This design comes from an exercise in tuning for small area on the open sky130 flow, not from production work.
Where RTL was checked, it was by simulation tests only, not by an equivalence proof against the original.
For run 2, only the layout was checked, not whether the RTL still works.
No activity file was given, so power comes from the tool's default toggle rates.

==> design.v <==
module cardinal_nic(
  input             clk,
  input             reset,
  input [1:0]       addr,
  input [63:0]      d_in,
  input             nicEn,
  input             nicWrEn,
  input             net_ro,
  input             net_polarity,
  input             net_si,
  input [63:0]      net_di,
  output reg        net_ri,
  output reg        net_so,
  output [63:0]     net_do,
  output reg [63:0] d_out
);
reg        out_stat;
reg [63:0] out_buf;
reg        ib_valid;
reg [63:0] in_buf;
wire send = out_stat & net_ro & (net_polarity == out_buf[63]);
wire wr_ob = nicEn & nicWrEn & (addr == 2'b10);
wire rd_ib = nicEn & ~nicWrEn & (addr == 2'b00);
wire recv = net_ri & net_si;
assign net_do = out_buf;
always @(posedge clk) begin
  if (wr_ob & ~send)
    out_buf <= d_in;
end
always @(posedge clk) begin
  if (reset) begin
    out_stat <= 1'b0;
    net_so   <= 1'b0;
  end else begin
    net_so   <= send;
    out_stat <= send ? 1'b0 : (wr_ob | out_stat);
  end
end
always @(posedge clk) begin
  if (recv)
    in_buf <= net_di;
end
always @(posedge clk) begin
  if (reset) begin
    ib_valid <= 1'b0;
    net_ri   <= 1'b1;
  end else begin
    ib_valid <= ib_valid | recv;
    net_ri   <= rd_ib | (net_ri & ~net_si);
  end
end
wire sel_ib = (addr == 2'b00) & ib_valid;
always @(posedge clk) begin
  d_out[62:0] <= in_buf[62:0] & {63{sel_ib}};
  case (addr)
    2'b00: d_out[63] <= in_buf[63] & ib_valid;
    2'b01: d_out[63] <= ~net_ri;
    2'b10: d_out[63] <= 1'b0;
    2'b11: d_out[63] <= out_stat;
  endcase
end
endmodule
==> flow/run.sh <==
#!/bin/bash
# Standard synthesis and layout with smaller port buffers and a lighter clock tree.
set -euo pipefail
bash standard.sh synth > synth.log 2>&1
bash standard.sh BUFFER_PORTS_ARGS="-buffer_cell sky130_fd_sc_hd__buf_1" \
  CTS_ARGS="-sink_clustering_enable -repair_clock_nets -dont_use_dummy_load -buf_list sky130_fd_sc_hd__clkbuf_8" RECOVER_POWER=100 finish > layout.log 2>&1
==> standard.sh <==
#!/bin/bash
# synth_recipe.tcl (not shown) runs the flow's synth.tcl, then flattens the netlist and writes it again
# the make line also repeats each setting of config.mk as NAME=value (left out here)
make -C /OpenROAD-flow-scripts/flow DESIGN_CONFIG=/design/flow/config.mk WORK_HOME=/design/flow/orfs CLKGATE_MAP_FILE= SYNTH_SCRIPT=/design/flow/synth_recipe.tcl "${@:-finish}"
==> config.mk <==
export PLATFORM = sky130hd
export DESIGN_NAME = cardinal_nic
export DESIGN_NICKNAME = cardinal_nic
export VERILOG_FILES = /design/flow/design.v
export SDC_FILE = /design/flow/constraint.sdc
export NUM_CORES = 4
export LEC_CHECK = 0
export ABC_CLOCK_PERIOD_IN_PS = 20000
export CAP_MARGIN = 20
export CORE_MARGIN = 2
export CORE_UTILIZATION = 70
export SLEW_MARGIN = 20
==> constraint.sdc <==
create_clock -name core_clock -period 3.0 [get_ports {clk}]
set_input_delay 0.6000 -clock core_clock [delete_from_list [all_inputs] [get_ports {clk}]]
set_output_delay 0.6000 -clock core_clock [all_outputs]
set_load 0.01 [all_outputs]
==> impl_metrics.py, run 1 <==
metrics = {
    "run_status": {
        "status": "no timing/DRC/antenna violations",
    },
    "floorplanning": {
        "start_util": 0.717,
        "std_cell_rows": 33,
        "dieArea_um2": 9080,
        "core_um2": 8130,
        "io_pins": 267,
        "dieWidth_um": 95.3,
        "die_h_um": 95.3,
    },
    "power_and_ir_drop": {
        "switching_share": 0.191,
        "power_uw": 4390,
        "powerDensity_nw_per_um2": 609,
        "vdd_drop_max_mv": 0.406,
        "p_comb_frac": 0.043,
        "switchingPower_uw": 840,
        "intPower_uw": 3550,
        "seqPwrFrac": 0.682,
        "p_leak_uw": 0.00248,
        "pwr-share-clk": 0.275,
    },
    "yosys": {
        "ys_ff_latch": 196,
        "syn_area_um2": 5830,
        "synth_cells": 283,
        "synth_cell_types": 18,
        "yosysSeqAreaShare": 0.892,
        "syn_avg_cell_area_um2": 20.6,
        "synth_nets": 420,
        "yosysWarnings": 1,
    },
    "sta": {
        "setup_tns_ns": 0,
        "timing.fmax_mhz": 490,
        "setup_viol": 0,
        "max-slew-margin-rel": 0.397,
        "worst_pin_slew_ns": 0.904,
        "rsz0062_at_grt": "no",
        "finalCriticalPeriod_ns": 2.04,
        "finClkSkew_ns": 0.0279,
        "hold_violations": 0,
        "post-route-period-util": 0.680,
        "drv_slew": 0,
    },
    "global_routing": {
        "grt-ovfl-total": 0,
        "grt_max_degree": 65,
        "grt_util_all_layers": 0.296,
        "antenna_found_initial": 0,
        "grt_pass1_vias": 3508,
        "grt_pass1_wl_um": 18700,
    },
    "detailed_routing": {
        "drt_iter0_drc": 233,
        "routed_wl_um": 13000,
        "wire_per_inst_um": 19.5,
        "route.met2.wl_um": 6690,
        "postRouteAntennaNets": 0,
        "drt-met1-wl_um": 4080,
        "drc": 0,
        "wl_met3_um": 1350,
        "drtPass1Iterations": 4,
        "routed_via_density": 5.22,
        "via_count": 3489,
        "routed.top_layer": "met4",
    },
    "clock_tree": {
        "cts-htree-levels": 4,
        "cts_buffers": 17,
        "cts_root_buffer": "clkbuf_8",
        "clk_latency_ns": 0.43,
        "ctsLongestPathBuffers": 2,
        "cts-hold-fix-buffers": 0,
        "clk_pin_slew_ns": 0.10,
        "post-cts-setup-buffers": 0,
        "cts.sinks": 196,
        "cts_tree": "done",
        "cts-resized-gates": 0,
    },
    "finish": {
        "drive_gt1_frac": 0.135,
        "syn2layout_area_growth_pct": 23.6,
        "num-fill-cells": 337,
        "register_area_um2": 5200,
        "n_antenna_cell": 0,
        "multi_input_area_um2": 592,
        "fin_nets": 703,
    },
    "job": {
        "drv_cap": 0,
    },
    "min_path": {
        "worst_hold_path_type": "input port to register",
    },
    "placement": {
        "port-buffer-count": 266,
        "place_congestion": 0.926,
        "hpwl_um": 10100,
    },
    "setup_path": {
        "startpoint_type": "register",
        "end_kind": "register",
        "critical_path_class": "register to register",
        "cp.arrival_ns": 2.08,
        "crit_path_max_fanout": 20,
        "cp.required_ns": 3.04,
    },
}
## per-stage QoR
stage | cells | worst slack, ns | cell area (µm²) | hold slack [ns] | util
6_report | 669 | 0.960 | 7210 | 0.328 | 0.886
5_1_grt | 669 | 0.852 | 7210 | 0.309 | 0.886
4_1_cts | 669 | 1.32 | 7220 | 0.312 | 0.888
3_5_place_dp | 652 | 1.03 | 6990 | 0.437 | 0.859
3_3_place_gp | 652 | 1.06 | 6990 | 0.425 | 0.859
2_1_floorplan | 283 | 0.468 | 5840 | 0.420 | -
## power groups by stage
stage	clock network (µW)	logic (µW)	registers (µW)
after floorplan	0	52.1	3070
after global placement	0	174	3050
after detailed placement	0	188	3060
after CTS	1220	190	3000
after global routing	1330	205	3000
final	1210	187	3000
## cells in the final DEF, fill, tap and decap left out
cell / netlist / layout
a211o_1: 1 / 1
a21oi_1: 2 / 2
a221oi_1: 1 / 1
a31o_2: 1 / 1
and2_0: 0 / 7
and2_1: 13 / 5
and2_2: 52 / 53
and3b_1: 1 / 1
and4bb_2: 1 / 1
buf_1: 0 / 265
buf_12: 0 / 1
buf_4: 0 / 2
clkbuf_1: 0 / 2
clkbuf_8: 0 / 17
dfxtp_1: 68 / 68
edfxtp_1: 128 / 128
inv_1: 2 / 2
nand2b_1: 2 / 2
nand4b_1: 1 / 1
nor2_1: 1 / 1
nor3b_4: 1 / 1
nor4b_1: 1 / 1
xnor2_1: 1 / 1
## cell families (layout without fill, tap and decap cells)
group,after synthesis,count (layout),share of synthesized area
DFF,196,196,0.892
AOI/OAI and AO/OA,5,5,0.00622
buffers and inverters,8,289,0.00644
and+or+nand+nor,73,73,0.0935
xor gates and xnor gates,1,1,0.00150
## flip-flops by register name (all words and copies together) (netlist names)
register / count
d_out: 64
ib_valid: 1
in_buf: 64
net_ri: 1
net_so: 1
out_buf: 64
out_stat: 1
## cell usage after synthesis
cell type / instances / area (µm²)
nor2_1: 1 / 3.75
and2_1: 13 / 81.3
nor4b_1: 1 / 8.76
a31o_2: 1 / 8.76
a21oi_1: 2 / 10.0
nand4b_1: 1 / 8.76
edfxtp_1: 128 / 3840
and3b_1: 1 / 8.76
nand2b_1: 2 / 12.5
nor3b_4: 1 / 18.8
clkbuf_2: 6 / 30.0
and4bb_2: 1 / 12.5
and2_2: 52 / 390
a211o_1: 1 / 8.76
inv_1: 2 / 7.51
a221oi_1: 1 / 8.76
dfxtp_1: 68 / 1360
xnor2_1: 1 / 8.76
## layer usage
metal,global-route usage,vias up
met5,0,-
met4,0.208,0
met3,0.109,72
met2,0.499,240
met1,0.304,1625
li1,-,1552
## worst paths after layout
kind,end,start,slack [ns],cells after the start
hold / removal,out_buf[59]$_DFFE_PP_,d_in[59],0.33,1
setup reg to reg,in_buf[43]$_DFFE_PP_,net_ri$_SDFF_PP1_,0.96,2
hold reg to reg,d_out[11]$_DFF_P_,in_buf[11]$_DFFE_PP_,0.43,1
setup / recovery,in_buf[43]$_DFFE_PP_,net_ri$_SDFF_PP1_,0.96,2
## final cells by class
class / count / share of cell area
clock buffers: 17 / 0.0325
inverters: 2 / 0.00104
multi-input cells: 79 / 0.0821
flip-flops and latches: 196 / 0.722
well taps: 105 / 0.0182
repair buffers: 270 / 0.144
## critical path, cell delays in order (launching register included)
cell,delay (ns)
dfxtp_1,0.42
and2_2,0.50
clkbuf_1,0.74
==> run 2, diff against run 1 <==
==> design.v (replaced) <==
module cardinal_nic(
  input             clk, 
  input             reset, 
  input [1:0]       addr, 
  input [63:0]      d_in,
  input             nicEn, 
  input             nicWrEn, 
  input             net_ro, 
  input             net_polarity, 
  input             net_si, 
  input [63:0]      net_di, 
  output reg        net_ri, 
  output reg        net_so, 
  output reg [63:0] net_do,
  output reg [63:0] d_out
);
parameter INPUT_CHANNEL_BUFFER             = 2'b00;
parameter INPUT_CHANNEL_STATUE_REGISTER    = 2'b01;
parameter OUTPUT_CHANNEL_BUFFER            = 2'b10;
parameter OUTPUT_CHANNEL_STATUE_REGISTER   = 2'b11;
reg input_statue_reg;
reg output_statue_reg;
reg[63:0] input_buffer;
reg[63:0] output_buffer;
always @(posedge clk) begin
  if(reset) begin
    net_do <= 64'b0;
    net_so <= 1'b0;
  end 
  else begin
    if(output_statue_reg == 1'b1 && net_ro == 1'b1 && net_polarity == output_buffer[63]) begin
       net_do <= output_buffer;
       net_so            <= 1'b1;
    end 
    else begin
       net_do <= net_do;
       net_so            <= 1'b0;
    end
  end
end
always @(posedge clk) begin 
  if(reset) begin
    output_buffer <= 64'b0;
  end 
  else begin
    if(nicEn && nicWrEn && addr == OUTPUT_CHANNEL_BUFFER) begin
      output_buffer <= d_in;
    end 
    else begin
      output_buffer <= output_buffer;
    end
  end 
end
always @(posedge clk) begin
  if(reset) begin
    output_statue_reg <= 1'b0;
  end 
  else begin
    if(output_statue_reg == 1'b1 && net_ro == 1'b1 && net_polarity == output_buffer[63]) begin
      output_statue_reg <= 1'b0;
    end 
    else if(nicEn && nicWrEn && addr == OUTPUT_CHANNEL_BUFFER) begin
      output_statue_reg <= 1'b1;
    end 
    else begin
      output_statue_reg <= output_statue_reg;
    end
  end
end 
always @(posedge clk) begin
  if(reset) begin
    input_buffer <= 64'b0;
  end 
  else begin
    if(net_ri == 1'b1 && net_si == 1'b1) begin
      input_buffer <= net_di;
    end 
    else begin
      input_buffer <= input_buffer;
    end 
  end
end
always @(posedge clk) begin
  if(reset) begin
    d_out <= 64'b0;
  end 
  else begin
    if(nicEn && !nicWrEn) begin
      case(addr)
        INPUT_CHANNEL_BUFFER:            d_out <= input_buffer;        
        INPUT_CHANNEL_STATUE_REGISTER:   d_out <= {input_statue_reg, 63'b0};  
        OUTPUT_CHANNEL_STATUE_REGISTER:  d_out <= {output_statue_reg, 63'b0};  
        default:                         d_out <= 64'b0;
      endcase
    end 
    else begin
      d_out <= d_out;
    end
  end
end
always @(posedge clk) begin
  if(reset) begin
    input_statue_reg <= 1'b0;
    net_ri           <= 1'b1;
  end 
  else begin
    if(nicEn && !nicWrEn && addr == INPUT_CHANNEL_BUFFER) begin
      input_statue_reg <= 1'b0;
      net_ri           <= 1'b1;
    end 
    else if(net_ri == 1'b1 && net_si == 1'b1) begin
      input_statue_reg <= 1'b1;
      net_ri           <= 1'b0;
    end 
    else begin
      input_statue_reg <= input_statue_reg;
      net_ri           <= net_ri;
    end
  end
end
endmodule
==> run.sh (new file) <==
#!/bin/bash
# synth_recipe.tcl (not shown) runs the flow's synth.tcl, then flattens the netlist and writes it again
# the make line also repeats each setting of config.mk as NAME=value (left out here)
make -C /OpenROAD-flow-scripts/flow DESIGN_CONFIG=/design/flow/config.mk WORK_HOME=/design/flow/orfs CLKGATE_MAP_FILE= SYNTH_SCRIPT=/design/flow/synth_recipe.tcl finish
--- a/config.mk
+++ b/config.mk
@@ -6,7 +6,6 @@
 export NUM_CORES = 4
 export LEC_CHECK = 0
-export ABC_CLOCK_PERIOD_IN_PS = 20000
 export CAP_MARGIN = 20
 export CORE_MARGIN = 2
-export CORE_UTILIZATION = 70
+export CORE_UTILIZATION = 40
 export SLEW_MARGIN = 20
removed: flow/run.sh
removed: standard.sh
==> run 2 against run 1 <==
Compared with the run above:
- combinational power increased to 2.6 times the previous value
- utilization decreased by 31 points
- worst hold slack improved by 0.12 ns
- clock power increased to 2.8 times the previous value
- die area increased to 2.6 times the previous value
- largest power group unchanged
- final area increased by 75%
- synthesized cell count increased to 3.3 times the previous value
- area after synthesis increased by 53%
- highest routed layer is now met5
- clock skew decreased by 0.017 ns
- maximum frequency decreased by 2.9%
- first-iteration DRC count increased by 48%
==> impl_metrics.py, run 2 <==
metrics = {
    "detailed_routing": {
        "route.met2.wl_um": 10500,
        "drtPass1Iterations": 5,
        "wl_met3_um": 2480,
        "wire_per_inst_um": 16.2,
        "drt_iter0_drc": 346,
        "drt-met1-wl_um": 10300,
        "routed_via_density": 4.95,
        "postRouteAntennaNets": 0,
        "routed.top_layer": "met5",
        "drc": 0,
        "via_count": 7248,
        "routed_wl_um": 23800,
    },
    "finish": {
        "postLayoutCoreUtil": 0.577,
        "layout.cells.non_filler": 1465,
        "final_common_cell": "clkdlybuf4s50_1",
        "multi_input_area_um2": 3240,
        "mostFrequentLayoutCells": "clkdlybuf4s50_1, dfxtp_1, nand2_1",
        "num-fill-cells": 2012,
        "register_area_um2": 5200,
        "syn2layout_area_growth_pct": 41.5,
        "drive_gt1_frac": 0.0870,
        "fin_nets": 1302,
    },
    "power_and_ir_drop": {
        "powerDensity_nw_per_um2": 589,
        "p_leak_uw": 0.00450,
        "vdd_drop_max_mv": 0.419,
    },
    "sta": {
        "timing.fmax_mhz": 476,
        "worst_pin_slew_ns": 0.583,
        "setup_tns_ns": 0,
        "rsz0062_at_grt": "no",
        "drv_slew": 0,
        "finalCriticalPeriod_ns": 2.10,
        "post-route-period-util": 0.700,
        "hold_violations": 0,
        "finClkSkew_ns": 0.0109,
        "max-slew-margin-rel": 0.610,
        "setup_viol": 0,
    },
    "global_routing": {
        "antenna_found_initial": 1,
        "grt_pass1_wl_um": 37900,
        "grt-ovfl-total": 0,
        "grt_util_all_layers": 0.195,
        "grt_pass1_vias": 7095,
        "grt_max_degree": 115,
    },
    "placement": {
        "port-buffer-count": 266,
        "place_congestion": 0.721,
        "place_inst": 1415,
        "hpwl_um": 15300,
    },
    "yosys": {
        "ys_ff_latch": 260,
        "synth_cell_types": 27,
        "synth_nets": 1068,
        "synthArstFlopShare": 0,
        "syn_area_um2": 8930,
        "synth_cells": 931,
        "synth_area_leaders": "dfxtp_1, nand2_1, a21oi_1",
        "yosysSeqAreaShare": 0.583,
        "synth_edf_count": 0,
        "ys_top_cells_by_count": "dfxtp_1, nand2_1, a21oi_1",
        "yosysWarnings": 1,
        "yosysMostFrequentCell": "dfxtp_1",
        "syn_avg_cell_area_um2": 9.59,
        "yosysTopAreaCellShare": 0.583,
        "synth.largest_area_cell": "dfxtp_1",
        "synth_ff_type": "dfxtp_1",
    },
    "setup_path": {
        "rr_startpoint": "output_buffer[63]$_SDFFE_PP0P_",
        "reg2reg_slack_ns": 1.41,
        "worst-path-stages": 1,
        "cp.arrival_ns": 1.50,
        "reg2regPathDepth": 4,
        "slowest_delay_ns": 0.62,
        "crit_chain": "clkdlybuf4s50_1",
        "path_delay_family": "buffers and inverters",
        "cp.required_ns": 2.40,
        "slowest_stage": "clkdlybuf4s50_1",
        "end_kind": "primary output",
        "crit_start": "d_out[61]$_SDFFE_PP0P_",
        "critical_path.reg2reg.endpoint": "net_do[8]$_SDFFE_PP0P_",
        "critical_path_class": "register to primary output",
        "crit_buf_inv": 1,
        "crit_path_max_fanout": 2,
        "startpoint_type": "register",
        "crit_path_end": "d_out[61]",
    },
    "floorplanning": {
        "io_pins": 267,
        "std_cell_rows": 54,
        "die_h_um": 153,
        "dieArea_um2": 23500,
        "dieWidth_um": 153,
        "core_um2": 21900,
        "start_util": 0.408,
    },
    "clock_tree": {
        "cts_root_buffer": "clkbuf_16",
        "clk_latency_ns": 0.52,
        "clk_pin_slew_ns": 0.06,
        "cts-resized-gates": 0,
        "ctsLongestPathBuffers": 3,
        "cts_buffers": 28,
        "cts.sinks": 260,
        "cts_tree": "done",
        "post-cts-setup-buffers": 0,
        "cts-hold-fix-buffers": 0,
        "cts-htree-levels": 1,
    },
    "min_path": {
        "worst_hold_path_type": "register to register",
    },
    "job": {
        "drv_cap": 0,
    },
    "run_status": {
        "status": "no timing/DRC/antenna violations",
    },
}
## run 2: cells by family (layout without fill, tap and decap cells)
kind of cell / Yosys count / in the layout / share of synthesized area
AO/OA/AOI/OAI: 261 / 261 / 0.214
XOR/XNOR: 1 / 1 / 0.000981
buffers and inverters: 78 / 331 / 0.0563
flip-flops: 260 / 260 / 0.583
multiplexers: 1 / 1 / 0.00112
other: 0 / 1 / 0
AND/OR/NAND/NOR: 330 / 330 / 0.144
## run 2: area by class of cell
| cell class | count | share of cell area |
|---|---|---|
| antenna | 1 | 0.000198 |
| clock buffer | 43 | 0.0664 |
| clock inverter | 6 | 0.00634 |
| inverter | 1 | 0.000297 |
| multi-input combinational | 593 | 0.256 |
| sequential | 260 | 0.412 |
| tap | 280 | 0.0277 |
| timing repair buffer | 281 | 0.231 |
## run 2: power by group
| group | total (µW) | leakage, µW | internal (µW) | switching (µW) |
|---|---|---|---|---|
| clock network | 3370 | 0.000454 | 2080 | 1300 |
| registers | 3570 | 0.00211 | 3530 | 43.2 |
| logic | 493 | 0.00194 | 253 | 240 |
## run 2: layer usage
layer	up-vias	global-route usage
met5	-	0
met4	2	0.0446
met3	34	0.0726
met2	242	0.306
met1	3338	0.258
li1	3632	-
## run 2: worst min path at each step
stage | startpoint | endpoint | slack [ns] | cells past startpoint
finish | input_buffer[9]$_SDFFE_PP0P_ | input_buffer[9]$_SDFFE_PP0P_ | 0.45 | 2
global route | input_buffer[1]$_SDFFE_PP0P_ | input_buffer[1]$_SDFFE_PP0P_ | 0.47 | 2
CTS | input_buffer[20]$_SDFFE_PP0P_ | input_buffer[20]$_SDFFE_PP0P_ | 0.45 | 2
detailed placement | input_buffer[20]$_SDFFE_PP0P_ | input_buffer[20]$_SDFFE_PP0P_ | 0.45 | 2
global placement | input_buffer[14]$_SDFFE_PP0P_ | input_buffer[14]$_SDFFE_PP0P_ | 0.44 | 2
floorplan | input_buffer[0]$_SDFFE_PP0P_ | input_buffer[0]$_SDFFE_PP0P_ | 0.44 | 2
## run 2: stage by stage
step	hold slack, ns	cell area [µm²]	setup WS, ns	total power (µW)
global placement	0.441	11700	0.694	4140
global route	0.468	12600	0.807	7750
floorplan	0.436	8930	1.49	3870
CTS	0.454	12600	0.842	7550
detailed placement	0.446	11700	0.644	4150
finish	0.452	12600	0.899	7440

separate check: timing with driven ports:
How much do the figures lean on ideal ports? The routed layouts below were timed once more, with nothing changed but the port constraints. Step 1 sets driving cells, clkbuf_16 on the clock port and buf_2 on the other inputs (assumed; they add their load-dependent delay and slew). Step 2 also shifts input and output timing later by t, the mid clock arrival at the registers, as if the neighbouring blocks saw the same clock. Three values: ideal ports, drivers, drivers and shift; two values: the first two.
run	t (ns)	slack for setup (ns)	worst hold slack (ns)
run 1	0.448	0.960 / 0.960 / 0.661	0.328 / 0.327 / 0.434
run 2	0.558	0.899 / 0.852 / 0.648	0.452 / 0.452 / 0.452
After both steps every run listed still meets setup and hold. For run 1, which loses most, drivers alone change the setup slack by 0.000 ns; drivers and shift together by -0.299 ns.
